Context: an optimization exercise on an open-source flow, tuned for small area. The choices shown serve that exercise and are no tape-out recipe. RTL that was checked went through simulation tests only; none was proved equivalent to the original. Only the layout flow was run in runs 3 and 4; the RTL was not checked for function there. The flow treats the clock pin as an ideal source, which a real chip does not have.

--- flow/design.v ---
`timescale 1ns/10ps
module QAM(clk, rst, en, Din, IFout);
input clk, rst, en;
input Din;
output reg signed [17:0] IFout;
reg ce2;           
reg sm_ctrl;       
reg swap;          
reg [1:0] spc;     
reg sm_i, sm_q;    
reg [3:0] usi;     
reg [3:0] cnt;     
reg [8:0] sym_i, sym_q;  
reg [1:0] mix_cnt;
reg [15:0] acc;    
wire en0 = en & ce2;
wire en1 = sm_ctrl & ce2;
wire en2 = usi[3];
wire [1:0] sw = usi[1:0];
wire load = en2 & (sw == 2'd0);
wire neg = ~mix_cnt[1];                         
wire [8:0] s = mix_cnt[0] ? sym_i : sym_q;      
wire [8:0] x = s ^ {9{neg}};
wire [8:0] v;      
assign v[0] = cnt > 4'd0;
assign v[1] = cnt > 4'd1;
assign v[2] = cnt > 4'd2;
assign v[3] = cnt > 4'd3;
assign v[4] = cnt > 4'd4;
assign v[5] = cnt > 4'd5;
assign v[6] = cnt > 4'd6;
assign v[7] = cnt > 4'd7;
assign v[8] = cnt > 4'd8;
reg [15:0] g0_7;    
always @(*) begin
  case ({sw, x[0], x[7], v[0], v[7]})
    6'd0: g0_7 = 16'd341;
    6'd1: g0_7 = 16'd608;
    6'd2: g0_7 = 16'd267;
    6'd3: g0_7 = 16'd534;
    6'd4: g0_7 = 16'd341;
    6'd5: g0_7 = 16'd74;
    6'd6: g0_7 = 16'd267;
    6'd7: g0_7 = 16'd0;
    6'd8: g0_7 = 16'd341;
    6'd9: g0_7 = 16'd608;
    6'd10: g0_7 = 16'd415;
    6'd11: g0_7 = 16'd682;
    6'd12: g0_7 = 16'd341;
    6'd13: g0_7 = 16'd74;
    6'd14: g0_7 = 16'd415;
    6'd15: g0_7 = 16'd148;
    6'd16: g0_7 = 16'd233;
    6'd17: g0_7 = 16'd0;
    6'd18: g0_7 = 16'd233;
    6'd19: g0_7 = 16'd0;
    6'd20: g0_7 = 16'd233;
    6'd21: g0_7 = 16'd466;
    6'd22: g0_7 = 16'd233;
    6'd23: g0_7 = 16'd466;
    6'd24: g0_7 = 16'd233;
    6'd25: g0_7 = 16'd0;
    6'd26: g0_7 = 16'd233;
    6'd27: g0_7 = 16'd0;
    6'd28: g0_7 = 16'd233;
    6'd29: g0_7 = 16'd466;
    6'd30: g0_7 = 16'd233;
    6'd31: g0_7 = 16'd466;
    6'd32: g0_7 = 16'd276;
    6'd33: g0_7 = 16'd0;
    6'd34: g0_7 = 16'd276;
    6'd35: g0_7 = 16'd0;
    6'd36: g0_7 = 16'd276;
    6'd37: g0_7 = 16'd552;
    6'd38: g0_7 = 16'd276;
    6'd39: g0_7 = 16'd552;
    6'd40: g0_7 = 16'd276;
    6'd41: g0_7 = 16'd0;
    6'd42: g0_7 = 16'd276;
    6'd43: g0_7 = 16'd0;
    6'd44: g0_7 = 16'd276;
    6'd45: g0_7 = 16'd552;
    6'd46: g0_7 = 16'd276;
    6'd47: g0_7 = 16'd552;
    6'd48: g0_7 = 16'd204;
    6'd49: g0_7 = 16'd240;
    6'd50: g0_7 = 16'd36;
    6'd51: g0_7 = 16'd72;
    6'd52: g0_7 = 16'd204;
    6'd53: g0_7 = 16'd168;
    6'd54: g0_7 = 16'd36;
    6'd55: g0_7 = 16'd0;
    6'd56: g0_7 = 16'd204;
    6'd57: g0_7 = 16'd240;
    6'd58: g0_7 = 16'd372;
    6'd59: g0_7 = 16'd408;
    6'd60: g0_7 = 16'd204;
    6'd61: g0_7 = 16'd168;
    6'd62: g0_7 = 16'd372;
    6'd63: g0_7 = 16'd336;
  endcase
end
reg [15:0] g1_8;    
always @(*) begin
  case ({sw, x[1], x[8], v[1], v[8]})
    6'd0: g1_8 = 16'd276;
    6'd1: g1_8 = 16'd276;
    6'd2: g1_8 = 16'd0;
    6'd3: g1_8 = 16'd0;
    6'd4: g1_8 = 16'd276;
    6'd5: g1_8 = 16'd276;
    6'd6: g1_8 = 16'd0;
    6'd7: g1_8 = 16'd0;
    6'd8: g1_8 = 16'd276;
    6'd9: g1_8 = 16'd276;
    6'd10: g1_8 = 16'd552;
    6'd11: g1_8 = 16'd552;
    6'd12: g1_8 = 16'd276;
    6'd13: g1_8 = 16'd276;
    6'd14: g1_8 = 16'd552;
    6'd15: g1_8 = 16'd552;
    6'd16: g1_8 = 16'd370;
    6'd17: g1_8 = 16'd555;
    6'd18: g1_8 = 16'd555;
    6'd19: g1_8 = 16'd740;
    6'd20: g1_8 = 16'd370;
    6'd21: g1_8 = 16'd185;
    6'd22: g1_8 = 16'd555;
    6'd23: g1_8 = 16'd370;
    6'd24: g1_8 = 16'd370;
    6'd25: g1_8 = 16'd555;
    6'd26: g1_8 = 16'd185;
    6'd27: g1_8 = 16'd370;
    6'd28: g1_8 = 16'd370;
    6'd29: g1_8 = 16'd185;
    6'd30: g1_8 = 16'd185;
    6'd31: g1_8 = 16'd0;
    6'd32: g1_8 = 16'd341;
    6'd33: g1_8 = 16'd267;
    6'd34: g1_8 = 16'd608;
    6'd35: g1_8 = 16'd534;
    6'd36: g1_8 = 16'd341;
    6'd37: g1_8 = 16'd415;
    6'd38: g1_8 = 16'd608;
    6'd39: g1_8 = 16'd682;
    6'd40: g1_8 = 16'd341;
    6'd41: g1_8 = 16'd267;
    6'd42: g1_8 = 16'd74;
    6'd43: g1_8 = 16'd0;
    6'd44: g1_8 = 16'd341;
    6'd45: g1_8 = 16'd415;
    6'd46: g1_8 = 16'd74;
    6'd47: g1_8 = 16'd148;
    6'd48: g1_8 = 16'd204;
    6'd49: g1_8 = 16'd36;
    6'd50: g1_8 = 16'd240;
    6'd51: g1_8 = 16'd72;
    6'd52: g1_8 = 16'd204;
    6'd53: g1_8 = 16'd372;
    6'd54: g1_8 = 16'd240;
    6'd55: g1_8 = 16'd408;
    6'd56: g1_8 = 16'd204;
    6'd57: g1_8 = 16'd36;
    6'd58: g1_8 = 16'd168;
    6'd59: g1_8 = 16'd0;
    6'd60: g1_8 = 16'd204;
    6'd61: g1_8 = 16'd372;
    6'd62: g1_8 = 16'd168;
    6'd63: g1_8 = 16'd336;
  endcase
end
reg [15:0] g2_6;    
always @(*) begin
  case ({sw, x[2], x[6], v[2], v[6]})
    6'd0: g2_6 = 16'd516;
    6'd1: g2_6 = 16'd794;
    6'd2: g2_6 = 16'd754;
    6'd3: g2_6 = 16'd1032;
    6'd4: g2_6 = 16'd516;
    6'd5: g2_6 = 16'd238;
    6'd6: g2_6 = 16'd754;
    6'd7: g2_6 = 16'd476;
    6'd8: g2_6 = 16'd516;
    6'd9: g2_6 = 16'd794;
    6'd10: g2_6 = 16'd278;
    6'd11: g2_6 = 16'd556;
    6'd12: g2_6 = 16'd516;
    6'd13: g2_6 = 16'd238;
    6'd14: g2_6 = 16'd278;
    6'd15: g2_6 = 16'd0;
    6'd16: g2_6 = 16'd1495;
    6'd17: g2_6 = 16'd233;
    6'd18: g2_6 = 16'd1262;
    6'd19: g2_6 = 16'd0;
    6'd20: g2_6 = 16'd1495;
    6'd21: g2_6 = 16'd2757;
    6'd22: g2_6 = 16'd1262;
    6'd23: g2_6 = 16'd2524;
    6'd24: g2_6 = 16'd1495;
    6'd25: g2_6 = 16'd233;
    6'd26: g2_6 = 16'd1728;
    6'd27: g2_6 = 16'd466;
    6'd28: g2_6 = 16'd1495;
    6'd29: g2_6 = 16'd2757;
    6'd30: g2_6 = 16'd1728;
    6'd31: g2_6 = 16'd2990;
    6'd32: g2_6 = 16'd516;
    6'd33: g2_6 = 16'd754;
    6'd34: g2_6 = 16'd794;
    6'd35: g2_6 = 16'd1032;
    6'd36: g2_6 = 16'd516;
    6'd37: g2_6 = 16'd278;
    6'd38: g2_6 = 16'd794;
    6'd39: g2_6 = 16'd556;
    6'd40: g2_6 = 16'd516;
    6'd41: g2_6 = 16'd754;
    6'd42: g2_6 = 16'd238;
    6'd43: g2_6 = 16'd476;
    6'd44: g2_6 = 16'd516;
    6'd45: g2_6 = 16'd278;
    6'd46: g2_6 = 16'd238;
    6'd47: g2_6 = 16'd0;
    6'd48: g2_6 = 16'd1426;
    6'd49: g2_6 = 16'd2139;
    6'd50: g2_6 = 16'd2139;
    6'd51: g2_6 = 16'd2852;
    6'd52: g2_6 = 16'd1426;
    6'd53: g2_6 = 16'd713;
    6'd54: g2_6 = 16'd2139;
    6'd55: g2_6 = 16'd1426;
    6'd56: g2_6 = 16'd1426;
    6'd57: g2_6 = 16'd2139;
    6'd58: g2_6 = 16'd713;
    6'd59: g2_6 = 16'd1426;
    6'd60: g2_6 = 16'd1426;
    6'd61: g2_6 = 16'd713;
    6'd62: g2_6 = 16'd713;
    6'd63: g2_6 = 16'd0;
  endcase
end
reg [15:0] g3_5;    
always @(*) begin
  case ({sw, x[3], x[5], v[3], v[5]})
    6'd0: g3_5 = 16'd5190;
    6'd1: g3_5 = 16'd2598;
    6'd2: g3_5 = 16'd7788;
    6'd3: g3_5 = 16'd5196;
    6'd4: g3_5 = 16'd5190;
    6'd5: g3_5 = 16'd7782;
    6'd6: g3_5 = 16'd7788;
    6'd7: g3_5 = 16'd10380;
    6'd8: g3_5 = 16'd5190;
    6'd9: g3_5 = 16'd2598;
    6'd10: g3_5 = 16'd2592;
    6'd11: g3_5 = 16'd0;
    6'd12: g3_5 = 16'd5190;
    6'd13: g3_5 = 16'd7782;
    6'd14: g3_5 = 16'd2592;
    6'd15: g3_5 = 16'd5184;
    6'd16: g3_5 = 16'd10761;
    6'd17: g3_5 = 16'd20260;
    6'd18: g3_5 = 16'd9499;
    6'd19: g3_5 = 16'd18998;
    6'd20: g3_5 = 16'd10761;
    6'd21: g3_5 = 16'd1262;
    6'd22: g3_5 = 16'd9499;
    6'd23: g3_5 = 16'd0;
    6'd24: g3_5 = 16'd10761;
    6'd25: g3_5 = 16'd20260;
    6'd26: g3_5 = 16'd12023;
    6'd27: g3_5 = 16'd21522;
    6'd28: g3_5 = 16'd10761;
    6'd29: g3_5 = 16'd1262;
    6'd30: g3_5 = 16'd12023;
    6'd31: g3_5 = 16'd2524;
    6'd32: g3_5 = 16'd5190;
    6'd33: g3_5 = 16'd7788;
    6'd34: g3_5 = 16'd2598;
    6'd35: g3_5 = 16'd5196;
    6'd36: g3_5 = 16'd5190;
    6'd37: g3_5 = 16'd2592;
    6'd38: g3_5 = 16'd2598;
    6'd39: g3_5 = 16'd0;
    6'd40: g3_5 = 16'd5190;
    6'd41: g3_5 = 16'd7788;
    6'd42: g3_5 = 16'd7782;
    6'd43: g3_5 = 16'd10380;
    6'd44: g3_5 = 16'd5190;
    6'd45: g3_5 = 16'd2592;
    6'd46: g3_5 = 16'd7782;
    6'd47: g3_5 = 16'd5184;
    6'd48: g3_5 = 16'd3460;
    6'd49: g3_5 = 16'd1730;
    6'd50: g3_5 = 16'd1730;
    6'd51: g3_5 = 16'd0;
    6'd52: g3_5 = 16'd3460;
    6'd53: g3_5 = 16'd5190;
    6'd54: g3_5 = 16'd1730;
    6'd55: g3_5 = 16'd3460;
    6'd56: g3_5 = 16'd3460;
    6'd57: g3_5 = 16'd1730;
    6'd58: g3_5 = 16'd5190;
    6'd59: g3_5 = 16'd3460;
    6'd60: g3_5 = 16'd3460;
    6'd61: g3_5 = 16'd5190;
    6'd62: g3_5 = 16'd5190;
    6'd63: g3_5 = 16'd6920;
  endcase
end
reg [15:0] t4;    
always @(*) begin
  case ({sw, x[4], v[4]})
    4'd0: t4 = 16'd59213;
    4'd1: t4 = 16'd9635;
    4'd2: t4 = 16'd59213;
    4'd3: t4 = 16'd43255;
    4'd4: t4 = 16'd52677;
    4'd5: t4 = 16'd62176;
    4'd6: t4 = 16'd52677;
    4'd7: t4 = 16'd43178;
    4'd8: t4 = 16'd59213;
    4'd9: t4 = 16'd9635;
    4'd10: t4 = 16'd59213;
    4'd11: t4 = 16'd43255;
    4'd12: t4 = 16'd60242;
    4'd13: t4 = 16'd13290;
    4'd14: t4 = 16'd60242;
    4'd15: t4 = 16'd41658;
  endcase
end
wire fs1 = g0_7[0] ^ g1_8[0] ^ g2_6[0];
wire fc2 = (g0_7[0] & g1_8[0]) | (g0_7[0] & g2_6[0]) | (g1_8[0] & g2_6[0]);
wire fs3 = g0_7[1] ^ g1_8[1] ^ g2_6[1];
wire fc4 = (g0_7[1] & g1_8[1]) | (g0_7[1] & g2_6[1]) | (g1_8[1] & g2_6[1]);
wire fs5 = g0_7[2] ^ g1_8[2] ^ g2_6[2];
wire fc6 = (g0_7[2] & g1_8[2]) | (g0_7[2] & g2_6[2]) | (g1_8[2] & g2_6[2]);
wire fs7 = g0_7[3] ^ g1_8[3] ^ g2_6[3];
wire fc8 = (g0_7[3] & g1_8[3]) | (g0_7[3] & g2_6[3]) | (g1_8[3] & g2_6[3]);
wire fs9 = g0_7[4] ^ g1_8[4] ^ g2_6[4];
wire fc10 = (g0_7[4] & g1_8[4]) | (g0_7[4] & g2_6[4]) | (g1_8[4] & g2_6[4]);
wire fs11 = g0_7[5] ^ g1_8[5] ^ g2_6[5];
wire fc12 = (g0_7[5] & g1_8[5]) | (g0_7[5] & g2_6[5]) | (g1_8[5] & g2_6[5]);
wire fs13 = g0_7[6] ^ g1_8[6] ^ g2_6[6];
wire fc14 = (g0_7[6] & g1_8[6]) | (g0_7[6] & g2_6[6]) | (g1_8[6] & g2_6[6]);
wire fs15 = g0_7[7] ^ g1_8[7] ^ g2_6[7];
wire fc16 = (g0_7[7] & g1_8[7]) | (g0_7[7] & g2_6[7]) | (g1_8[7] & g2_6[7]);
wire fs17 = g0_7[8] ^ g1_8[8] ^ g2_6[8];
wire fc18 = (g0_7[8] & g1_8[8]) | (g0_7[8] & g2_6[8]) | (g1_8[8] & g2_6[8]);
wire fs19 = g0_7[9] ^ g1_8[9] ^ g2_6[9];
wire fc20 = (g0_7[9] & g1_8[9]) | (g0_7[9] & g2_6[9]) | (g1_8[9] & g2_6[9]);
wire fs21 = fc2 ^ fs3 ^ g3_5[1];
wire fc22 = (fc2 & fs3) | (fc2 & g3_5[1]) | (fs3 & g3_5[1]);
wire fs23 = fc4 ^ fs5 ^ g3_5[2];
wire fc24 = (fc4 & fs5) | (fc4 & g3_5[2]) | (fs5 & g3_5[2]);
wire fs25 = fc6 ^ fs7 ^ g3_5[3];
wire fc26 = (fc6 & fs7) | (fc6 & g3_5[3]) | (fs7 & g3_5[3]);
wire fs27 = fc8 ^ fs9 ^ g3_5[4];
wire fc28 = (fc8 & fs9) | (fc8 & g3_5[4]) | (fs9 & g3_5[4]);
wire fs29 = fc10 ^ fs11 ^ g3_5[5];
wire fc30 = (fc10 & fs11) | (fc10 & g3_5[5]) | (fs11 & g3_5[5]);
wire fs31 = fc12 ^ fs13 ^ g3_5[6];
wire fc32 = (fc12 & fs13) | (fc12 & g3_5[6]) | (fs13 & g3_5[6]);
wire fs33 = fc14 ^ fs15 ^ g3_5[7];
wire fc34 = (fc14 & fs15) | (fc14 & g3_5[7]) | (fs15 & g3_5[7]);
wire fs35 = fc16 ^ fs17 ^ g3_5[8];
wire fc36 = (fc16 & fs17) | (fc16 & g3_5[8]) | (fs17 & g3_5[8]);
wire fs37 = fc18 ^ fs19 ^ g3_5[9];
wire fc38 = (fc18 & fs19) | (fc18 & g3_5[9]) | (fs19 & g3_5[9]);
wire fs39 = fc20 ^ g2_6[10] ^ g3_5[10];
wire fc40 = (fc20 & g2_6[10]) | (fc20 & g3_5[10]) | (g2_6[10] & g3_5[10]);
wire fs41 = g2_6[11] ^ g3_5[11] ^ t4[11];
wire fc42 = (g2_6[11] & g3_5[11]) | (g2_6[11] & t4[11]) | (g3_5[11] & t4[11]);
wire fs43 = fs1 ^ g3_5[0] ^ t4[0];
wire fc44 = (fs1 & g3_5[0]) | (fs1 & t4[0]) | (g3_5[0] & t4[0]);
wire hs45 = fs21 ^ t4[1];
wire hc46 = fs21 & t4[1];
wire fs47 = fc22 ^ fs23 ^ t4[2];
wire fc48 = (fc22 & fs23) | (fc22 & t4[2]) | (fs23 & t4[2]);
wire fs49 = fc24 ^ fs25 ^ t4[3];
wire fc50 = (fc24 & fs25) | (fc24 & t4[3]) | (fs25 & t4[3]);
wire fs51 = fc26 ^ fs27 ^ t4[4];
wire fc52 = (fc26 & fs27) | (fc26 & t4[4]) | (fs27 & t4[4]);
wire fs53 = fc28 ^ fs29 ^ t4[5];
wire fc54 = (fc28 & fs29) | (fc28 & t4[5]) | (fs29 & t4[5]);
wire fs55 = fc30 ^ fs31 ^ t4[6];
wire fc56 = (fc30 & fs31) | (fc30 & t4[6]) | (fs31 & t4[6]);
wire fs57 = fc32 ^ fs33 ^ t4[7];
wire fc58 = (fc32 & fs33) | (fc32 & t4[7]) | (fs33 & t4[7]);
wire fs59 = fc34 ^ fs35 ^ t4[8];
wire fc60 = (fc34 & fs35) | (fc34 & t4[8]) | (fs35 & t4[8]);
wire fs61 = fc36 ^ fs37 ^ t4[9];
wire fc62 = (fc36 & fs37) | (fc36 & t4[9]) | (fs37 & t4[9]);
wire fs63 = fc38 ^ fs39 ^ t4[10];
wire fc64 = (fc38 & fs39) | (fc38 & t4[10]) | (fs39 & t4[10]);
wire hs65 = fc40 ^ fs41;
wire hc66 = fc40 & fs41;
wire fs67 = fc42 ^ g3_5[12] ^ t4[12];
wire fc68 = (fc42 & g3_5[12]) | (fc42 & t4[12]) | (g3_5[12] & t4[12]);
wire hs69 = g3_5[13] ^ t4[13];
wire hc70 = g3_5[13] & t4[13];
wire hs71 = g3_5[14] ^ t4[14];
wire hc72 = g3_5[14] & t4[14];
wire [15:0] cpa_a = {hc72, hc70, fc68, hc66, fc64, fc62, fc60, fc58, fc56, fc54, fc52, fc50, fc48, hc46, fc44, fs43};
wire [15:0] cpa_b = {t4[15], hs71, hs69, fs67, hs65, fs63, fs61, fs59, fs57, fs55, fs53, fs51, fs49, fs47, hs45, 1'b0};
wire [15:0] cpa_s = cpa_a + cpa_b;
wire [15:0] nxt = {cpa_s[15], cpa_s[14], cpa_s[13], cpa_s[12], cpa_s[11], cpa_s[10], cpa_s[9], cpa_s[8], cpa_s[7], cpa_s[6], cpa_s[5], cpa_s[4], cpa_s[3], cpa_s[2], cpa_s[1], cpa_s[0]};
always @(posedge clk or posedge rst) begin
	if (rst) begin
		ce2 <= 1'b0; sm_ctrl <= 1'b0; swap <= 1'b0; spc <= 2'd0;
		sm_i <= 1'b0; sm_q <= 1'b0;
		usi <= 4'd0; cnt <= 4'd0; sym_i <= 9'd0; sym_q <= 9'd0;
		mix_cnt <= 2'd0; acc <= 16'd0;
	end
	else begin
		ce2 <= ~ce2;
		if (ce2) sm_ctrl <= ~sm_ctrl;
		if (en0) begin
			swap <= ~swap;
			if (!swap) spc[0] <= Din;
			else spc <= {spc[0], Din};
		end
		if (en1) begin
			sm_i <= spc[1];
			sm_q <= spc[0];
		end
		if (!usi[3]) begin
			if (en) usi <= usi + 4'd1;
		end
		else usi[1:0] <= usi[1:0] + 2'd1;
		if (load) begin
			sym_i <= {sym_i[7:0], sm_i};
			sym_q <= {sym_q[7:0], sm_q};
			if (cnt != 4'd9) cnt <= cnt + 4'd1;
		end
		if (en) mix_cnt <= mix_cnt + 2'd1;
		acc <= nxt;
	end
end
always @(*) IFout = {acc[15], acc[15], acc};
endmodule
--- flow/flow/abc_area.script ---
strash
&get -n
&deepsyn -T 20
&put
dch -f
amap
topo
dnsize -c
--- flow/config.mk ---
export PLATFORM = sky130hd
export DESIGN_NAME = QAM
export DESIGN_NICKNAME = QAM
export VERILOG_FILES = /design/flow/design.v
export SDC_FILE = /design/flow/constraint.sdc
export NUM_CORES = 4
export LEC_CHECK = 0
export ABC_AREA = 1
export CAP_MARGIN = 20
export CORE_MARGIN = 2
export CORE_UTILIZATION = 40
export CTS_BUF_LIST = sky130_fd_sc_hd__clkbuf_8
export GPL_TIMING_DRIVEN = 0
export HOLD_SLACK_MARGIN = 0.1
export SLEW_MARGIN = 20
--- flow/standard.sh ---
#!/bin/bash
# synth_recipe.tcl (not shown) runs the flow's synth.tcl, then flattens the netlist and writes it again
# the make line also repeats each setting of config.mk as NAME=value (left out here)
make -C /OpenROAD-flow-scripts/flow DESIGN_CONFIG=/design/flow/config.mk WORK_HOME=/design/flow/orfs CLKGATE_MAP_FILE= SYNTH_SCRIPT=/design/flow/synth_recipe.tcl "${@:-finish}"
--- flow/flow/post_cts.tcl ---
# Runs at the end of ORFS's CTS step (POST_CTS_TCL), which is told to skip its own timing
# repair (SKIP_CTS_REPAIR_TIMING=1); this script does that repair after the change below.
#
# Useful skew for the register-to-register paths into the output register acc (IFout):
# acc's clock pins are moved from the clock tree's leaf nets to one net that a delay cell
# and a clock buffer drive from the leaf net of acc[0]. Every path into acc comes from
# another register of the design; acc's outputs go only to the output ports, whose
# timing this makes harder, not easier. Inputs reach no acc data pin combinationally.
set block [ord::get_db_block]
set db [ord::get_db]
set accs {}
foreach inst [$block getInsts] {
  if {[string range [$inst getName] 0 3] eq "acc\\" && [$inst findITerm CLK] ne "NULL"} {
    lappend accs $inst
  }
}
puts "skew: [llength $accs] acc registers"
set first [lindex $accs 0]
set leaf [[$first findITerm CLK] getNet]
set sx 0; set sy 0
foreach inst $accs {
  lassign [$inst getLocation] x y
  set sx [expr {$sx + $x}]; set sy [expr {$sy + $y}]
}
set cx [expr {int($sx / [llength $accs])}]
set cy [expr {int($sy / [llength $accs])}]
set prev $leaf
set i 0
foreach cell $::env(SKEW_CELLS) {
  set master [$db findMaster $cell]
  set buf [odb::dbInst_create $block $master "skew_buf_$i"]
  set net [odb::dbNet_create $block "skew_net_$i"]
  $net setSigType CLOCK
  [$buf findITerm A] connect $prev
  [$buf findITerm X] connect $net
  $buf setLocation $cx $cy
  $buf setPlacementStatus PLACED
  set prev $net
  incr i
}
foreach inst $accs {
  set it [$inst findITerm CLK]
  $it disconnect
  $it connect $prev
}
set_propagated_clock [all_clocks]
estimate_parasitics -placement
set result [catch { detailed_placement } msg]
if { $result != 0 } { error "Detailed placement failed after skew: $msg" }
estimate_parasitics -placement
report_checks -path_delay max -group_path_count 1 -format end
repair_timing_helper
set result [catch { detailed_placement } msg]
if { $result != 0 } { error "Detailed placement failed after repair: $msg" }
check_placement -verbose
report_design_area
--- flow/constraint.sdc ---
create_clock -name core_clock -period 5.0 [get_ports {clk}]
set_input_delay 1.0000 -clock core_clock [delete_from_list [all_inputs] [get_ports {clk}]]
set_output_delay 1.0000 -clock core_clock [all_outputs]
set_load 0.01 [all_outputs]
--- flow/flow/run.sh ---
#!/bin/bash
# Layout flow: the standard ORFS flow (standard.sh) with these changes:
#  - Yosys's generic synthesis runs without its intermediate ABC pass (SYNTH_ARGS=-noabc),
#    so the adder tree written in the RTL reaches full-adder extraction as written;
#    registers, their names and cell types are those of the standard synthesis;
#  - the final ABC technology mapping uses an area-oriented script (flow/abc_area.script:
#    a time-bounded &deepsyn restructuring, then area mapping),
#    through a copy of ORFS's scripts folder that differs only in that file;
#  - after clock-tree synthesis, flow/post_cts.tcl delays the clock of the output register
#    (useful skew for the register-to-register paths into it), then runs the CTS step's
#    timing repair, which ORFS is told to skip (SKIP_CTS_REPAIR_TIMING=1);
#  - every input and output port still gets its own buffer, but the smallest one
#    (sky130_fd_sc_hd__buf_1); the resizer may still resize it.
# Each ORFS step writes its own log under orfs/logs/; make's output goes to make.log here.
set -euo pipefail
rm -rf scripts_local
cp -r "$FLOW_HOME/scripts" scripts_local
cp flow/abc_area.script scripts_local/abc_area.script
bash standard.sh SYNTH_ARGS=-noabc SCRIPTS_DIR="$PWD/scripts_local" SKIP_CTS_REPAIR_TIMING=1 \
  POST_CTS_TCL="$PWD/flow/post_cts.tcl" "BUFFER_PORTS_ARGS=-buffer_cell sky130_fd_sc_hd__buf_1" \
  "SKEW_CELLS=sky130_fd_sc_hd__clkdlybuf4s50_1 sky130_fd_sc_hd__clkdlybuf4s50_1 sky130_fd_sc_hd__clkbuf_8" finish > make.log 2>&1
==> metrics.csv, run 1 <==
metric,value,unit
Mapped Cells,500,
area fraction of the dominant cell type after synthesis,30.4,%
Top Layer Used,met4,
Slew @ Worst Pin,850,ps
CTS tree,built,
final instance area,5580,um2
hold crit path type,flip-flop to flip-flop,
crit-path leading delay family,compound AO/OA/AOI/OAI gates,
starting density of the core,40.9,%
WS Path Type,flip-flop to flip-flop,
initial antenna violation count,0,
met2 WL,6010,um
RePlAce Congestion,0.882,
Critical R2R Capture,acc[15],
Die X-Extent,106,um
Sinks on Clock Net,51,
worst-skew pair later-pin latency,1480,ps
fin worst setup slack,-335,ps
Routed Antenna Nets,0,
slowest stage cell on the critical path,fa_1,
IO Count,22,
1st-pass router iterations,5,
most common cell in the netlist,nor2_1,
max-cap viol count,0,
area of the core,10300,um2
vias,4089,
worst reg-to-reg path cell count,37,
hold depth,7,
IO buf count,21,
ANT cells,0,
syn nets,563,
R2R setup slack,-330,ps
Final Skew,1180,ps
largest net degree at the start of global routing,36,
leading area contributor after synthesis,dfrtp_1,
WP buf/inv,2,
final core utilization,54.3,%
routed wl met3,717,um
Final Hold Viols,0,
gr usage total,22.9,%
Async SR Flop Fraction,100,%
register area share after synthesis,30.4,%
mapped cell area,4200,um2
first-pass GRT wire length,20100,um
synth cell count leaders,"nor2_1, clkinv_1, dfrtp_1",
"Min Clock Period, post-route",5330,ps
wire length per cell,16.5,um
total grt overflow,0,
Syn. warnings,1,
CP arrival,6750,ps
Initial DRC Count,258,
vias per inst,5.49,
Post-DP HPWL,8230,um
critical path capture point type,flip-flop,
Rows,37,
average cell area after synthesis,8.40,um2
NumNets Final,671,
Worst Min Path Start,cnt[3],
"EDFF count, synth",0,
met1 wire length,5220,um
fmax,187,MHz
Rel. slew slack,43.1,%
Hold EP,acc[1],
Synth Flop Type,dfrtp_1,
WL final,12300,um
DRC violations left,0,
post-route clock period utilization,107,%
Violated Checks,negative setup slack,
Critical Path Source Type,flip-flop,
Netlist cell types,36,
status,"complete, but fails checks",
reg2reg start,mix_cnt[0],
final setup vio count,5,
sum of negative setup slack,-882,ps
vias in the first global route,3990,
top post-synthesis cells by area,"dfrtp_1, fa_1, nor2_1",
Crit path largest cell delay,540,ps
share of cells above drive strength 1,26.3,%
Yosys reg bits,51,
CP Depth,37,
Placed Instance Area,4620,um2
die area,11300,um2
RSZ-0062 raised after global routing,true,
WP data required,6410,ps
"Clk pin slew, worst setup/hold paths",110,ps
fin. max-slew vios,0,
maximum fanout along the worst path,10,
die height,106,um
Area Growth Syn to Fin,32.8,%
## through the flow
| step | hold slack (ps) | worst slack [ps] | instances |
|---|---|---|---|
| finish | 226 | -335 | 745 |
| global route | 304 | -609 | 745 |
| detailed placement | 487 | -2760 | 658 |
| global placement | 476 | -2790 | 657 |
| floorplan | 460 | -1290 | 500 |
## worst min-delay path: cells and delay by family, from the launching register on
kind            cells  cell delay (ps)
simple gates        2              220
compound gates      1              110
flops               1              470
fa+ha+maj           3              420
buf+inv             1              130
## how the worst max path moves through the flow
stage / to / slack, ps / from
2_1_floorplan: acc[14] / -1290 / cnt[0]
3_3_place_gp: acc[14] / -2790 / usi[0]
3_5_place_dp: acc[14] / -2760 / usi[0]
5_1_grt: acc[14] / -610 / sym_q[3]
6_report: acc[15] / -330 / mix_cnt[0]
## final cells by class, without the clock buffers
type / instances / area (um2)
clock inverter: 3 / 31.3
sequential: 51 / 1280
tap: 136 / 170
fill: 962 / 4700
multi-input combinational: 380 / 3000
inverter: 67 / 288
buffer: 5 / 48.8
timing repair buffer: 98 / 691
## routing by layer
layer / vias up / global-route usage (%)
met5: - / 0
met4: 0 / 7.61
met3: 26 / 4.11
li1: 1967 / -
met2: 131 / 37.4
met1: 1965 / 30.7
## cells by family after synthesis
family | Yosys count | synth area share (%)
adders and majority gates | 59 | 23.5
xor gates and xnor gates | 1 | 0.209
and+or+nand+nor | 163 | 16.2
buffers and inverters | 69 | 6.35
AOI/OAI and AO/OA | 157 | 23.3
DFF | 51 | 30.4
## cells in the final DEF, fill, tap and decap left out, types with 3 or more instances in the layout
cell / instances
nor2_1: 76
buf_4: 71
clkinv_1: 52
dfrtp_1: 46
fa_1: 32
nand2_1: 31
a21oi_1: 31
o22ai_1: 26
ha_1: 23
buf_1: 21
o21ai_0: 20
o21a_1: 15
nor2_2: 12
nor3_1: 10
a21oi_2: 9
a211oi_1: 7
o21ai_2: 7
a21o_1: 6
nor2_4: 6
clkinv_2: 6
clkbuf_8: 6
a31oi_1: 5
nand2b_1: 5
or2_0: 4
or3_1: 4
nor2b_1: 4
o22a_1: 4
a22oi_1: 4
clkinv_4: 4
nor3_4: 4
dfrtp_2: 4
dlygate4sd3_1: 4
o31ai_1: 3
ha_4: 3
buf_6: 3
## registers in the layout, indices dropped and copies added, names as in the netlist
register	count
acc	16
sym_i	9
sym_q	9
cnt	4
usi	4
mix_cnt	2
spc	2
ce2	1
sm_ctrl	1
sm_i	1
sm_q	1
swap	1
==> run 2, diff against run 1 <==
--- a/flow/flow/run.sh
+++ b/flow/flow/run.sh
@@ -19,3 +19,3 @@
 bash standard.sh SYNTH_ARGS=-noabc SCRIPTS_DIR="$PWD/scripts_local" SKIP_CTS_REPAIR_TIMING=1 \
   POST_CTS_TCL="$PWD/flow/post_cts.tcl" "BUFFER_PORTS_ARGS=-buffer_cell sky130_fd_sc_hd__buf_1" \
-  "SKEW_CELLS=sky130_fd_sc_hd__clkdlybuf4s50_1 sky130_fd_sc_hd__clkdlybuf4s50_1 sky130_fd_sc_hd__clkbuf_8" finish > make.log 2>&1
+  "SKEW_CELLS=sky130_fd_sc_hd__clkdlybuf4s50_1 sky130_fd_sc_hd__clkdlybuf4s50_1 sky130_fd_sc_hd__clkdlybuf4s50_1 sky130_fd_sc_hd__clkbuf_8" finish > make.log 2>&1
==> run 2 against run 1 <==
Clock skew is 470 ps higher. Largest cell class unchanged. Sequential share of layout area fell by 0.61 points. Cell count rose by 1.1%. Critical endpoint unchanged. The run now finishes clean. Highest routed layer unchanged.
==> metrics.csv, run 2 <==
metric,value,unit,change
"commonest cells after routing, fill and taps aside","nor2_1, clkinv_1, dfrtp_1",,"was nor2_1, buf_4, clkinv_1"
1st-pass router iterations,5,,unchanged
die height,106,um,unchanged
synth cell count leaders,"nor2_1, clkinv_1, dfrtp_1",,unchanged
Initial DRC Count,268,,was 258
Post-DP HPWL,8230,um,unchanged
status,finished clean,,"was complete, but fails checks"
"EDFF count, synth",0,,unchanged
RePlAce Congestion,0.882,,unchanged
CTS tree,built,,unchanged
hold crit path type,flip-flop to flip-flop,,unchanged
first-pass GRT wire length,19600,um,"was 20,100 um"
vias per inst,5.52,,was 5.49
area fraction of the dominant cell type after synthesis,30.4,%,unchanged
Slew @ Worst Pin,775,ps,was 850 ps
Top Layer Used,met4,,unchanged
starting density of the core,40.9,%,unchanged
most common cell in the netlist,nor2_1,,unchanged
Netlist cell types,36,,unchanged
average cell area after synthesis,8.40,um2,unchanged
NumNets Final,679,,was 671
Syn. warnings,1,,unchanged
Mapped Cells,500,,unchanged
DRC violations left,0,,unchanged
Routed Antenna Nets,0,,unchanged
WS Path Type,flip-flop to flip-flop,,unchanged
Async SR Flop Fraction,100,%,unchanged
leading area contributor after synthesis,dfrtp_1,,unchanged
max-cap viol count,0,,unchanged
WP data required,6880,ps,was 6410 ps
top post-synthesis cells by area,"dfrtp_1, fa_1, nor2_1",,unchanged
met1 wire length,5370,um,was 5220 um
share of cells above drive strength 1,20.3,%,was 26.3%
largest net degree at the start of global routing,36,,unchanged
area of the core,10300,um2,unchanged
maximum fanout along the worst path,4,,was 10
ANT cells,0,,unchanged
worst-skew pair later-pin latency,1950,ps,was 1480 ps
"Min Clock Period, post-route",4840,ps,was 5330 ps
final setup vio count,0,,was 5
fmax,207,MHz,was 187 MHz
pre-CTS WS,-2760,ps,unchanged
register area share after synthesis,30.4,%,unchanged
total grt overflow,0,,unchanged
gr usage total,22.2,%,was 22.9%
vias in the first global route,4010,,"was 3,990"
routed wl met3,678,um,was 717 um
fin worst setup slack,160,ps,was -335 ps
initial antenna violation count,0,,unchanged
fill count,930,,was 962
Largest register FFs,16,,unchanged
"Clk pin slew, worst setup/hold paths",110,ps,about the same
Area Growth Syn to Fin,36.4,%,was 32.8%
Rel. slew slack,47.0,%,was 43.1%
IO Count,22,,unchanged
Hold Slack,91.1,ps,was 226 ps
vias,4156,,"was 4,089"
met2 WL,6180,um,was 6010 um
Final Hold Viols,0,,unchanged
fin. max-slew vios,0,,unchanged
Yosys reg bits,51,,unchanged
wire length per cell,16.6,um,was 16.5 um
IO buf count,21,,unchanged
critical path capture point type,flip-flop,,unchanged
die area,11300,um2,unchanged
CP arrival,6720,ps,was 6750 ps
Die X-Extent,106,um,unchanged
"most common cell after layout, fill and taps aside",nor2_1,,unchanged
Synth Flop Type,dfrtp_1,,unchanged
Sinks on Clock Net,51,,unchanged
Final Skew,1650,ps,was 1180 ps
largest register by flop count,acc,,unchanged
RSZ-0062 raised after global routing,true,,unchanged
slowest stage cell on the critical path,fa_1,,unchanged
mapped cell area,4200,um2,unchanged
syn nets,563,,unchanged
WL final,12500,um,"was 12,300 um"
post-route clock period utilization,96.8,%,was 107%
Crit path largest cell delay,570,ps,was 540 ps
Critical Path Source Type,flip-flop,,unchanged
Rows,37,,unchanged
Largest regs,"acc x16, sym_i x9, sym_q x9",,unchanged
## run 2: cell families (layout without fill, tap and decap cells)
kind of cell / count (synthesis) / in the layout / synth area share [%]
XOR/XNOR: 1 / 1 / 0.209
AO/OA/AOI/OAI: 157 / 157 / 23.3
buffers and inverters: 69 / 186 / 6.35
AND/OR/NAND/NOR: 163 / 163 / 16.2
adder cells (fa/ha/maj): 59 / 59 / 23.5
flip-flops: 51 / 51 / 30.4
## run 2: path summary, 6_finish.rpt
kind                       startpoint          to  cells after the start  slack (ps)
setup / recovery               cnt[1]     acc[15]                     43         160
max in group asynchronous         rst  mix_cnt[0]                      5        2780
hold reg to reg                cnt[2]      acc[5]                      9          90
min in group asynchronous         rst     acc[15]                      5         360
hold / removal                 cnt[2]      acc[5]                      9          90
setup reg to reg               cnt[1]     acc[15]                     43         160
## run 2: critical path: cells and delay by family, from the launching register on
family	cells	cell delay (ps)
XOR/XNOR	1	150
flip-flops	1	410
buffers and inverters	4	350
AO/OA/AOI/OAI	17	2270
AND/OR/NAND/NOR	17	1710
adder cells (fa/ha/maj)	4	1450
## run 2: layer usage
layer	up-vias	track usage [%]
met5	-	0
met4	0	7.33
met3	24	4.17
met2	133	36.2
met1	2019	29.7
li1	1980	-
## run 2: layout make-up, without the clock buffers
class,instances,area [um2],area share (%)
well taps,136,170,2.97
multi-input cells,380,2990,52.3
clock inverters,3,31.3,0.546
plain buffers,6,58.8,1.03
flip-flops and latches,51,1280,22.4
repair buffers,105,836,14.6
inverters,67,285,4.98
## run 2: metrics by stage
stage / cell area, um2 / setup TNS, ps / utilization (%) / instances
2_1_floorplan: 4350 / -6730 / - / 500
3_3_place_gp: 4600 / -24610 / 44.7 / 657
3_5_place_dp: 4620 / -24750 / 44.9 / 658
5_1_grt: 5730 / -360 / 55.7 / 753
6_report: 5730 / 0 / 55.7 / 753
==> run 3, diff against run 2 <==
--- a/flow/design.v
+++ b/flow/design.v
@@ -401,8 +401,112 @@
 wire hs71 = g3_5[14] ^ t4[14];
 wire hc72 = g3_5[14] & t4[14];
-wire [15:0] cpa_a = {hc72, hc70, fc68, hc66, fc64, fc62, fc60, fc58, fc56, fc54, fc52, fc50, fc48, hc46, fc44, fs43};
-wire [15:0] cpa_b = {t4[15], hs71, hs69, fs67, hs65, fs63, fs61, fs59, fs57, fs55, fs53, fs51, fs49, fs47, hs45, 1'b0};
-wire [15:0] cpa_s = cpa_a + cpa_b;
-wire [15:0] nxt = {cpa_s[15], cpa_s[14], cpa_s[13], cpa_s[12], cpa_s[11], cpa_s[10], cpa_s[9], cpa_s[8], cpa_s[7], cpa_s[6], cpa_s[5], cpa_s[4], cpa_s[3], cpa_s[2], cpa_s[1], cpa_s[0]};
+wire pp73 = fc44 ^ hs45;
+wire pg74 = fc44 & hs45;
+wire pp75 = hc46 ^ fs47;
+wire pg76 = hc46 & fs47;
+wire pp77 = fc48 ^ fs49;
+wire pg78 = fc48 & fs49;
+wire pp79 = fc50 ^ fs51;
+wire pg80 = fc50 & fs51;
+wire pp81 = fc52 ^ fs53;
+wire pg82 = fc52 & fs53;
+wire pp83 = fc54 ^ fs55;
+wire pg84 = fc54 & fs55;
+wire pp85 = fc56 ^ fs57;
+wire pg86 = fc56 & fs57;
+wire pp87 = fc58 ^ fs59;
+wire pg88 = fc58 & fs59;
+wire pp89 = fc60 ^ fs61;
+wire pg90 = fc60 & fs61;
+wire pp91 = fc62 ^ fs63;
+wire pg92 = fc62 & fs63;
+wire pp93 = fc64 ^ hs65;
+wire pg94 = fc64 & hs65;
+wire pp95 = hc66 ^ fs67;
+wire pg96 = hc66 & fs67;
+wire pp97 = fc68 ^ hs69;
+wire pg98 = fc68 & hs69;
+wire pp99 = hc70 ^ hs71;
+wire pg100 = hc70 & hs71;
+wire pp101 = hc72 ^ t4[15];
+wire pg102 = hc72 & t4[15];
+wire cp103 = (pp73 & fs43);
+wire cg104 = (pg78 | (pp77 & pg76));
+wire cp105 = (pp77 & pp75);
+wire cg106 = (pg82 | (pp81 & pg80));
+wire cp107 = (pp81 & pp79);
+wire cg108 = (pg86 | (pp85 & pg84));
+wire cp109 = (pp85 & pp83);
+wire cg110 = (pg90 | (pp89 & pg88));
+wire cp111 = (pp89 & pp87);
+wire cg112 = (pg94 | (pp93 & pg92));
+wire cp113 = (pp93 & pp91);
+wire cg114 = (pg98 | (pp97 & pg96));
+wire cp115 = (pp97 & pp95);
+wire cg116 = (pg102 | (pp101 & pg100));
+wire cp117 = (pp101 & pp99);
+wire cg118 = (pg76 | (pp75 & pg74));
+wire cp119 = (pp75 & cp103);
+wire cg120 = (cg104 | (cp105 & pg74));
+wire cp121 = (cp105 & cp103);
+wire cg122 = (pg84 | (pp83 & cg106));
+wire cp123 = (pp83 & cp107);
+wire cg124 = (cg108 | (cp109 & cg106));
+wire cp125 = (cp109 & cp107);
+wire cg126 = (pg92 | (pp91 & cg110));
+wire cp127 = (pp91 & cp111);
+wire cg128 = (cg112 | (cp113 & cg110));
+wire cp129 = (cp113 & cp111);
+wire cg130 = (pg100 | (pp99 & cg114));
+wire cp131 = (pp99 & cp115);
+wire cg132 = (cg116 | (cp117 & cg114));
+wire cp133 = (cp117 & cp115);
+wire cg134 = (pg80 | (pp79 & cg120));
+wire cp135 = (pp79 & cp121);
+wire cg136 = (cg106 | (cp107 & cg120));
+wire cp137 = (cp107 & cp121);
+wire cg138 = (cg122 | (cp123 & cg120));
+wire cp139 = (cp123 & cp121);
+wire cg140 = (cg124 | (cp125 & cg120));
+wire cp141 = (cp125 & cp121);
+wire cg142 = (pg96 | (pp95 & cg128));
+wire cp143 = (pp95 & cp129);
+wire cg144 = (cg114 | (cp115 & cg128));
+wire cp145 = (cp115 & cp129);
+wire cg146 = (cg130 | (cp131 & cg128));
+wire cp147 = (cp131 & cp129);
+wire cg148 = (cg132 | (cp133 & cg128));
+wire cp149 = (cp133 & cp129);
+wire cg150 = (pg88 | (pp87 & cg140));
+wire cp151 = (pp87 & cp141);
+wire cg152 = (cg110 | (cp111 & cg140));
+wire cp153 = (cp111 & cp141);
+wire cg154 = (cg126 | (cp127 & cg140));
+wire cp155 = (cp127 & cp141);
+wire cg156 = (cg128 | (cp129 & cg140));
+wire cp157 = (cp129 & cp141);
+wire cg158 = (cg142 | (cp143 & cg140));
+wire cp159 = (cp143 & cp141);
+wire cg160 = (cg144 | (cp145 & cg140));
+wire cp161 = (cp145 & cp141);
+wire cg162 = (cg146 | (cp147 & cg140));
+wire cp163 = (cp147 & cp141);
+wire cg164 = (cg148 | (cp149 & cg140));
+wire cp165 = (cp149 & cp141);
+wire sum166 = pp75 ^ pg74;
+wire sum167 = pp77 ^ cg118;
+wire sum168 = pp79 ^ cg120;
+wire sum169 = pp81 ^ cg134;
+wire sum170 = pp83 ^ cg136;
+wire sum171 = pp85 ^ cg138;
+wire sum172 = pp87 ^ cg140;
+wire sum173 = pp89 ^ cg150;
+wire sum174 = pp91 ^ cg152;
+wire sum175 = pp93 ^ cg154;
+wire sum176 = pp95 ^ cg156;
+wire sum177 = pp97 ^ cg158;
+wire sum178 = pp99 ^ cg160;
+wire sum179 = pp101 ^ cg162;
+wire [15:0] nxt = {sum179, sum178, sum177, sum176, sum175, sum174, sum173, sum172, sum171, sum170, sum169, sum168, sum167, sum166, pp73, fs43};
 always @(posedge clk or posedge rst) begin
 	if (rst) begin
--- a/flow/flow/run.sh
+++ b/flow/flow/run.sh
@@ -4,6 +4,5 @@
 #    so the adder tree written in the RTL reaches full-adder extraction as written;
 #    registers, their names and cell types are those of the standard synthesis;
-#  - the final ABC technology mapping uses an area-oriented script (flow/abc_area.script:
-#    a time-bounded &deepsyn restructuring, then area mapping),
+#  - the final ABC technology mapping uses an area-oriented script (flow/abc_area.script),
 #    through a copy of ORFS's scripts folder that differs only in that file;
 #  - after clock-tree synthesis, flow/post_cts.tcl delays the clock of the output register
@@ -19,3 +18,3 @@
 bash standard.sh SYNTH_ARGS=-noabc SCRIPTS_DIR="$PWD/scripts_local" SKIP_CTS_REPAIR_TIMING=1 \
   POST_CTS_TCL="$PWD/flow/post_cts.tcl" "BUFFER_PORTS_ARGS=-buffer_cell sky130_fd_sc_hd__buf_1" \
-  "SKEW_CELLS=sky130_fd_sc_hd__clkdlybuf4s50_1 sky130_fd_sc_hd__clkdlybuf4s50_1 sky130_fd_sc_hd__clkdlybuf4s50_1 sky130_fd_sc_hd__clkbuf_8" finish > make.log 2>&1
+  "SKEW_CELLS=sky130_fd_sc_hd__clkdlybuf4s50_1 sky130_fd_sc_hd__clkdlybuf4s50_1 sky130_fd_sc_hd__clkbuf_8" finish > make.log 2>&1
==> flow/flow/abc_area.script (replaced) <==
strash
dch -f
amap
topo
dnsize -c
==> run 3 against run 2 <==
Synthesized cell count grew 4.6%. Core utilization shrank 9.5 points. Synthesized area grew 4.1%. Critical path depth shrank 22. First-iteration DRC count grew 5.2%. Register-to-register slack gained 320 ps. Sequential share of layout area grew 3.3 points. Cell count shrank 7.0%.
==> metrics.csv, run 3 <==
metric,value,unit,change
Slew @ Worst Pin,832,ps,was 775 ps
Die X-Extent,109,um,was 106 um
pre-CTS WS,-1280,ps,was -2760 ps
most common cell in the netlist,nor2_1,,unchanged
"most common cell after layout, fill and taps aside",nor2_1,,unchanged
max-cap viol count,0,,unchanged
Mapped Cells,523,,was 500
RSZ-0062 raised after global routing,false,,was true
Critical Path Source Type,flip-flop,,unchanged
Synth Area in Adders,23.5,%,about the same
leading area contributor after synthesis,dfrtp_1,,unchanged
mapped cell area,4370,um2,was 4200 um2
Rel. slew slack,44.3,%,was 47.0%
average cell area after synthesis,8.35,um2,was 8.40 um2
critical path capture point type,flip-flop,,unchanged
Sinks on Clock Net,51,,unchanged
vias per inst,5.73,,was 5.52
R2R setup slack,480,ps,was 160 ps
WL final,11900,um,"was 12,500 um"
wire length per cell,17.1,um,was 16.6 um
WP data required,6390,ps,was 6880 ps
register area,1280,um2,about the same
vias in the first global route,3898,,"was 4,010"
area fraction of the dominant cell type after synthesis,29.2,%,was 30.4%
Area Growth Syn to Fin,13.7,%,was 36.4%
maximum fanout along the worst path,26,,was 4
RePlAce Congestion,0.916,,was 0.882
area of the core,10700,um2,"was 10,300 um2"
Crit path largest cell delay,670,ps,was 570 ps
crit path cell chain,clkinv_4 -> nor2_4 -> clkinv_2 -> nor2_1 -> a21oi_1 -> o21ai_0 -> fa_1 -> fa_1 -> fa_1 -> ha_1 -> a21oi_1 -> nand2_1 -> a31oi_2 -> o31ai_2 -> clkinv_1 -> nor4_2 -> a2111oi_4 -> nor3_1 -> nor3_1 -> nor2_1 -> a21oi_1,,
largest net degree at the start of global routing,34,,was 36
starting density of the core,40.7,%,was 40.9%
reg2reg start,usi[0],,was cnt[1]
NumNets Final,624,,was 679
1st-pass router iterations,5,,unchanged
fmax,221,MHz,was 207 MHz
worst setup path start,usi[0],,was cnt[1]
Multi-input gate area,3010,um2,was 2990 um2
IO buf count,21,,unchanged
WS Path Type,flip-flop to flip-flop,,unchanged
Final Hold Viols,0,,unchanged
die area,11800,um2,"was 11,300 um2"
fill count,1095,,was 930
fin. max-slew vios,0,,unchanged
Netlist cell types,35,,was 36
worst reg-to-reg path cell count,21,,was 43
largest family of logic cells by synthesized area,compound AO/OA/AOI/OAI gates,,was adder cells
Largest regs,"acc x16, sym_i x9, sym_q x9",,unchanged
CTS tree,built,,unchanged
die height,109,um,was 106 um
share of cells above drive strength 1,8.21,%,was 20.3%
Initial DRC Count,282,,was 268
Synth Flop Type,dfrtp_1,,unchanged
IO Count,22,,unchanged
CP arrival,5900,ps,was 6720 ps
syn nets,588,,was 563
post-route clock period utilization,90.3,%,was 96.8%
ANT cells,0,,unchanged
top post-synthesis cells by area,"dfrtp_1, fa_1, nor2_1",,unchanged
total grt overflow,0,,unchanged
Routed Antenna Nets,0,,unchanged
"Clk pin slew, worst setup/hold paths",110,ps,about the same
initial antenna violation count,0,,unchanged
Post-DP HPWL,9000,um,was 8230 um
"commonest cells after routing, fill and taps aside","nor2_1, nand2_1, dfrtp_1",,"was nor2_1, clkinv_1, dfrtp_1"
gr usage total,22.2,%,about the same
largest register by flop count,acc,,unchanged
multiplexer area fraction after synthesis,0,%,unchanged
slowest stage cell on the critical path,dfrtp_2,,was fa_1
compound-cell area share of the yosys netlist,26.0,%,was 23.3%
simple-gate area share of the yosys netlist,16.4,%,was 16.2%
first-pass GRT wire length,20000,um,"was 19,600 um"
register area share after synthesis,29.2,%,was 30.4%
hold crit path type,flip-flop to flip-flop,,unchanged
DRC violations left,0,,unchanged
fin worst setup slack,483,ps,was 160 ps
XOR/XNOR Fraction of Synth Area,0,%,was 0.209%
Async SR Flop Fraction,100,%,unchanged
Syn. warnings,1,,unchanged
synth cell count leaders,"nor2_1, clkinv_1, nand2_1",,"was nor2_1, clkinv_1, dfrtp_1"
final setup vio count,0,,unchanged
"Min Clock Period, post-route",4520,ps,was 4840 ps
Yosys reg bits,51,,unchanged
status,finished clean,,unchanged
Rows,38,,was 37
"EDFF count, synth",0,,unchanged
worst-skew pair later-pin latency,1450,ps,was 1950 ps
hold depth,5,,was 9
Final Skew,1160,ps,was 1650 ps
final instance area,4970,um2,was 5730 um2
Largest register FFs,16,,unchanged
vias,4013,,"was 4,156"
Worst Min Path Start,cnt[1],,was cnt[2]
sum of negative setup slack,0,ps,unchanged
Placed Instance Area,4750,um2,was 4620 um2
run 3: area by class of cell, without the clock buffers:
type                       instances  share of cell area, %
multi-input combinational        417                   60.6
tap                              140                   3.53
clock inverter                     3                  0.504
sequential                        51                   25.8
timing repair buffer              26                   2.80
inverter                          53                   4.46
buffer                             5                  0.983
run 3: cell families after synthesis:
group / Yosys count
buf+inv: 55
fa+ha+maj: 61
flops: 51
compound gates: 175
simple gates: 181
run 3: worst max-delay path: cells and delay by family (launching register included):
kind	cells	cell delay (ps)
buffers and inverters	3	800
and+or+nand+nor	7	1200
AOI/OAI and AO/OA	7	1240
adders and majority gates	4	1660
DFF	1	670
run 3: final timing paths:
kind / to
min in group asynchronous: acc[15]
min: acc[0]
max in group asynchronous: sym_q[3]
max: acc[15]
max reg2reg: acc[15]
min reg2reg: acc[0]
run 3: through the flow:
stage	utilization, %	hold slack, ps	cells
finish	46.2	144	700
global route	46.2	181	700
detailed placement	44.2	487	685
global placement	44.0	475	684
floorplan	-	460	523
run 3: metal layers:
layer | GRT usage (%) | wire length [um] | vias to the layer above
met2 | 34.6 | 5460 | 135
met5 | 0 | 0 | -
met4 | 7.33 | 230 | 0
met3 | 3.38 | 680 | 19
met1 | 31.5 | 5570 | 1910
li1 | - | - | 1949
==> run 4, diff against run 3 <==
--- a/flow/flow/run.sh
+++ b/flow/flow/run.sh
@@ -18,3 +18,3 @@
 bash standard.sh SYNTH_ARGS=-noabc SCRIPTS_DIR="$PWD/scripts_local" SKIP_CTS_REPAIR_TIMING=1 \
   POST_CTS_TCL="$PWD/flow/post_cts.tcl" "BUFFER_PORTS_ARGS=-buffer_cell sky130_fd_sc_hd__buf_1" \
-  "SKEW_CELLS=sky130_fd_sc_hd__clkdlybuf4s50_1 sky130_fd_sc_hd__clkdlybuf4s50_1 sky130_fd_sc_hd__clkbuf_8" finish > make.log 2>&1
+  "SKEW_CELLS=sky130_fd_sc_hd__clkdlybuf4s25_1 sky130_fd_sc_hd__clkdlybuf4s50_1 sky130_fd_sc_hd__clkbuf_8" finish > make.log 2>&1
==> run 4 against run 3 <==
Critical path depth did not move. Flip-flop and latch count stayed put. Core utilization grew 0.47 points. Clock skew decreased by 230 ps. Die area did not move. Still clean. Wire length grew 1.7%. Hold slack improved by 54 ps.
==> metrics.csv, run 4 <==
metric,value,unit,change
vias,4051,,"was 4,013"
largest net degree at the start of global routing,34,,unchanged
Yosys reg bits,51,,unchanged
largest register by flop count,acc,,unchanged
Rows,38,,unchanged
synth cell count leaders,"nor2_1, clkinv_1, nand2_1",,unchanged
Die X-Extent,109,um,unchanged
ANT cells,0,,unchanged
"EDFF count, synth",0,,unchanged
mapped cell area,4370,um2,unchanged
leading area contributor after synthesis,dfrtp_1,,unchanged
Mapped Cells,523,,unchanged
top post-synthesis cells by area,"dfrtp_1, fa_1, nor2_1",,unchanged
"Min Clock Period, post-route",4680,ps,was 4520 ps
syn nets,588,,unchanged
Syn. warnings,1,,unchanged
Rel. slew slack,40.3,%,was 44.3%
final core utilization,46.7,%,was 46.2%
RSZ-0062 raised after global routing,false,,unchanged
first-pass GRT wire length,19900,um,"was 20,000 um"
Critical Path Source Type,flip-flop,,unchanged
Largest regs,"acc x16, sym_i x9, sym_q x9",,unchanged
Netlist cell types,35,,unchanged
Async SR Flop Fraction,100,%,unchanged
IO buf count,21,,unchanged
die area,11800,um2,unchanged
register area share after synthesis,29.2,%,unchanged
CTS tree,built,,unchanged
"Clk pin slew, worst setup/hold paths",110,ps,about the same
register area,1280,um2,about the same
vias in the first global route,3905,,"was 3,898"
max-cap viol count,0,,unchanged
area fraction of the dominant cell type after synthesis,29.2,%,unchanged
die height,109,um,unchanged
NumNets Final,624,,unchanged
worst-skew pair later-pin latency,1220,ps,was 1450 ps
wire length per cell,17.3,um,was 17.1 um
final setup vio count,0,,unchanged
initial antenna violation count,0,,unchanged
Multi-input gate area,3060,um2,was 3010 um2
Synth Flop Type,dfrtp_1,,unchanged
Sinks on Clock Net,51,,unchanged
share of cells above drive strength 1,10.4,%,was 8.21%
area of the core,10700,um2,unchanged
most common cell in the netlist,nor2_1,,unchanged
starting density of the core,40.7,%,unchanged
fill count,1088,,"was 1,095"
vias per inst,5.79,,was 5.73
"commonest cells after routing, fill and taps aside","nor2_1, nand2_1, dfrtp_1",,unchanged
Initial DRC Count,296,,was 282
1st-pass router iterations,5,,unchanged
Largest register FFs,16,,unchanged
WS Path Type,flip-flop to flip-flop,,unchanged
IO Count,22,,unchanged
Post-DP HPWL,9000,um,unchanged
Routed Antenna Nets,0,,unchanged
total grt overflow,0,,unchanged
DRC violations left,0,,unchanged
fmax,214,MHz,was 221 MHz
hold crit path type,flip-flop to flip-flop,,unchanged
"most common cell after layout, fill and taps aside",nor2_1,,unchanged
Final Skew,929,ps,was 1160 ps
CP arrival,5830,ps,was 5900 ps
WP data required,6160,ps,was 6390 ps
post-route clock period utilization,93.5,%,was 90.3%
status,finished clean,,unchanged
gr usage total,22.1,%,was 22.2%
Slew @ Worst Pin,891,ps,was 832 ps
average cell area after synthesis,8.35,um2,unchanged
WL final,12100,um,"was 11,900 um"
Hold Slack,198,ps,was 144 ps
critical path capture point type,flip-flop,,unchanged
Area Growth Syn to Fin,14.8,%,was 13.7%
RePlAce Congestion,0.916,,unchanged
maximum fanout along the worst path,26,,unchanged
fin. max-slew vios,0,,unchanged
Final Hold Viols,0,,unchanged
-- run 4: final timing paths --
path,startpoint,end,slack [ps],cells past startpoint
worst max-delay path,usi[0],acc[15],320,21
worst min-delay path,cnt[3],acc[0],200,3
worst max register to register,usi[0],acc[15],320,21
worst min register to register,cnt[3],acc[0],200,3
max in group asynchronous,rst,cnt[3],3320,4
min in group asynchronous,rst,acc[15],260,3
-- run 4: metal layers --
metal / wire, um / vias up / track usage, %
met5: 0 / - / 0
met4: 269 / 0 / 7.69
met3: 735 / 23 / 3.44
met2: 5570 / 153 / 34.2
met1: 5560 / 1926 / 31.4
li1: - / 1949 / -
-- run 4: cell type report, without the clock buffers --
class / instances / share of cell area (%)
Multi-Input combinational cell: 417 / 61.0
Buffer: 5 / 0.973
Clock inverter: 3 / 0.499
Sequential cell: 51 / 25.6
Tap cell: 140 / 3.49
Timing Repair Buffer: 26 / 2.62
Inverter: 53 / 4.44
-- run 4: cells by family after synthesis --
| group | share of synthesized area (%) |
|---|---|
| and+or+nand+nor | 16.4 |
| buffers and inverters | 4.90 |
| adders and majority gates | 23.5 |
| AOI/OAI and AO/OA | 26.0 |
| DFF | 29.2 |
-- run 4: worst max-delay path, cell delays in order, from the launching register on --
cell       delay [ps]
dfrtp_2           680
clkinv_4          340
nor2_4            370
clkinv_2          350
nor2_1            250
a21oi_1            60
o21ai_0           140
fa_1              480
fa_1              520
fa_1              460
ha_1              200
a21oi_1           140
nand2_1           130
a31oi_4           240
o31ai_4            90
clkinv_1          100
nor4_4             50
a2111oi_4         390
nor3_1            100
nor3_2            210
nor2_1             70
a21oi_1           120
-- run 4: metrics by stage --
step | instance area [um2] | cells | worst slack, ps | TNS, ps
floorplan | 4470 | 523 | -34.4 | -34.4
global placement | 4720 | 684 | -1330 | -9450
detailed placement | 4750 | 685 | -1280 | -8940
global route | 5020 | 700 | 1.17 | 0
finish | 5020 | 700 | 325 | 0

[separate check: timing with driven ports]
The flow's constraints put no driver on any port. The routed layouts listed below were extracted and timed again, unchanged, in two steps.
Step 1 sets driving cells, clkbuf_16 on the clock port and buf_2 on the other inputs (assumed; they add their load-dependent delay and slew).
Step 2, shift: input delay + t, output delay - t, t = (earliest + latest rising clock arrival at the registers) / 2. This alone moves slack from input paths to output paths.
Three values: no drivers, after step 1, after step 2; two values: the first two.
run | t, ns | slack for setup (ns) | hold WS [ns] | latest minus earliest clock arrival (ns) | worst data-port slew with drivers (ns)
run 1 | 0.922 | -0.335 / -0.335 / -0.335 | 0.226 / 0.226 / 0.226 | 1.183 / 1.184 | 0.03
run 2 | 1.161 | 0.160 / 0.160 / 0.160 | 0.091 / 0.091 / 0.091 | 1.653 / 1.653 | 0.03
run 3 | 0.910 | 0.483 / 0.483 / 0.483 | 0.144 / 0.144 / 0.144 | 1.158 / 1.158 | 0.03
run 4 | 0.797 | 0.325 / 0.325 / 0.325 | 0.198 / 0.198 / 0.198 | 0.928 / 0.928 | 0.03
Clock arrivals are far apart in every run listed, so t is only a midpoint there and step 2 fits no single register.
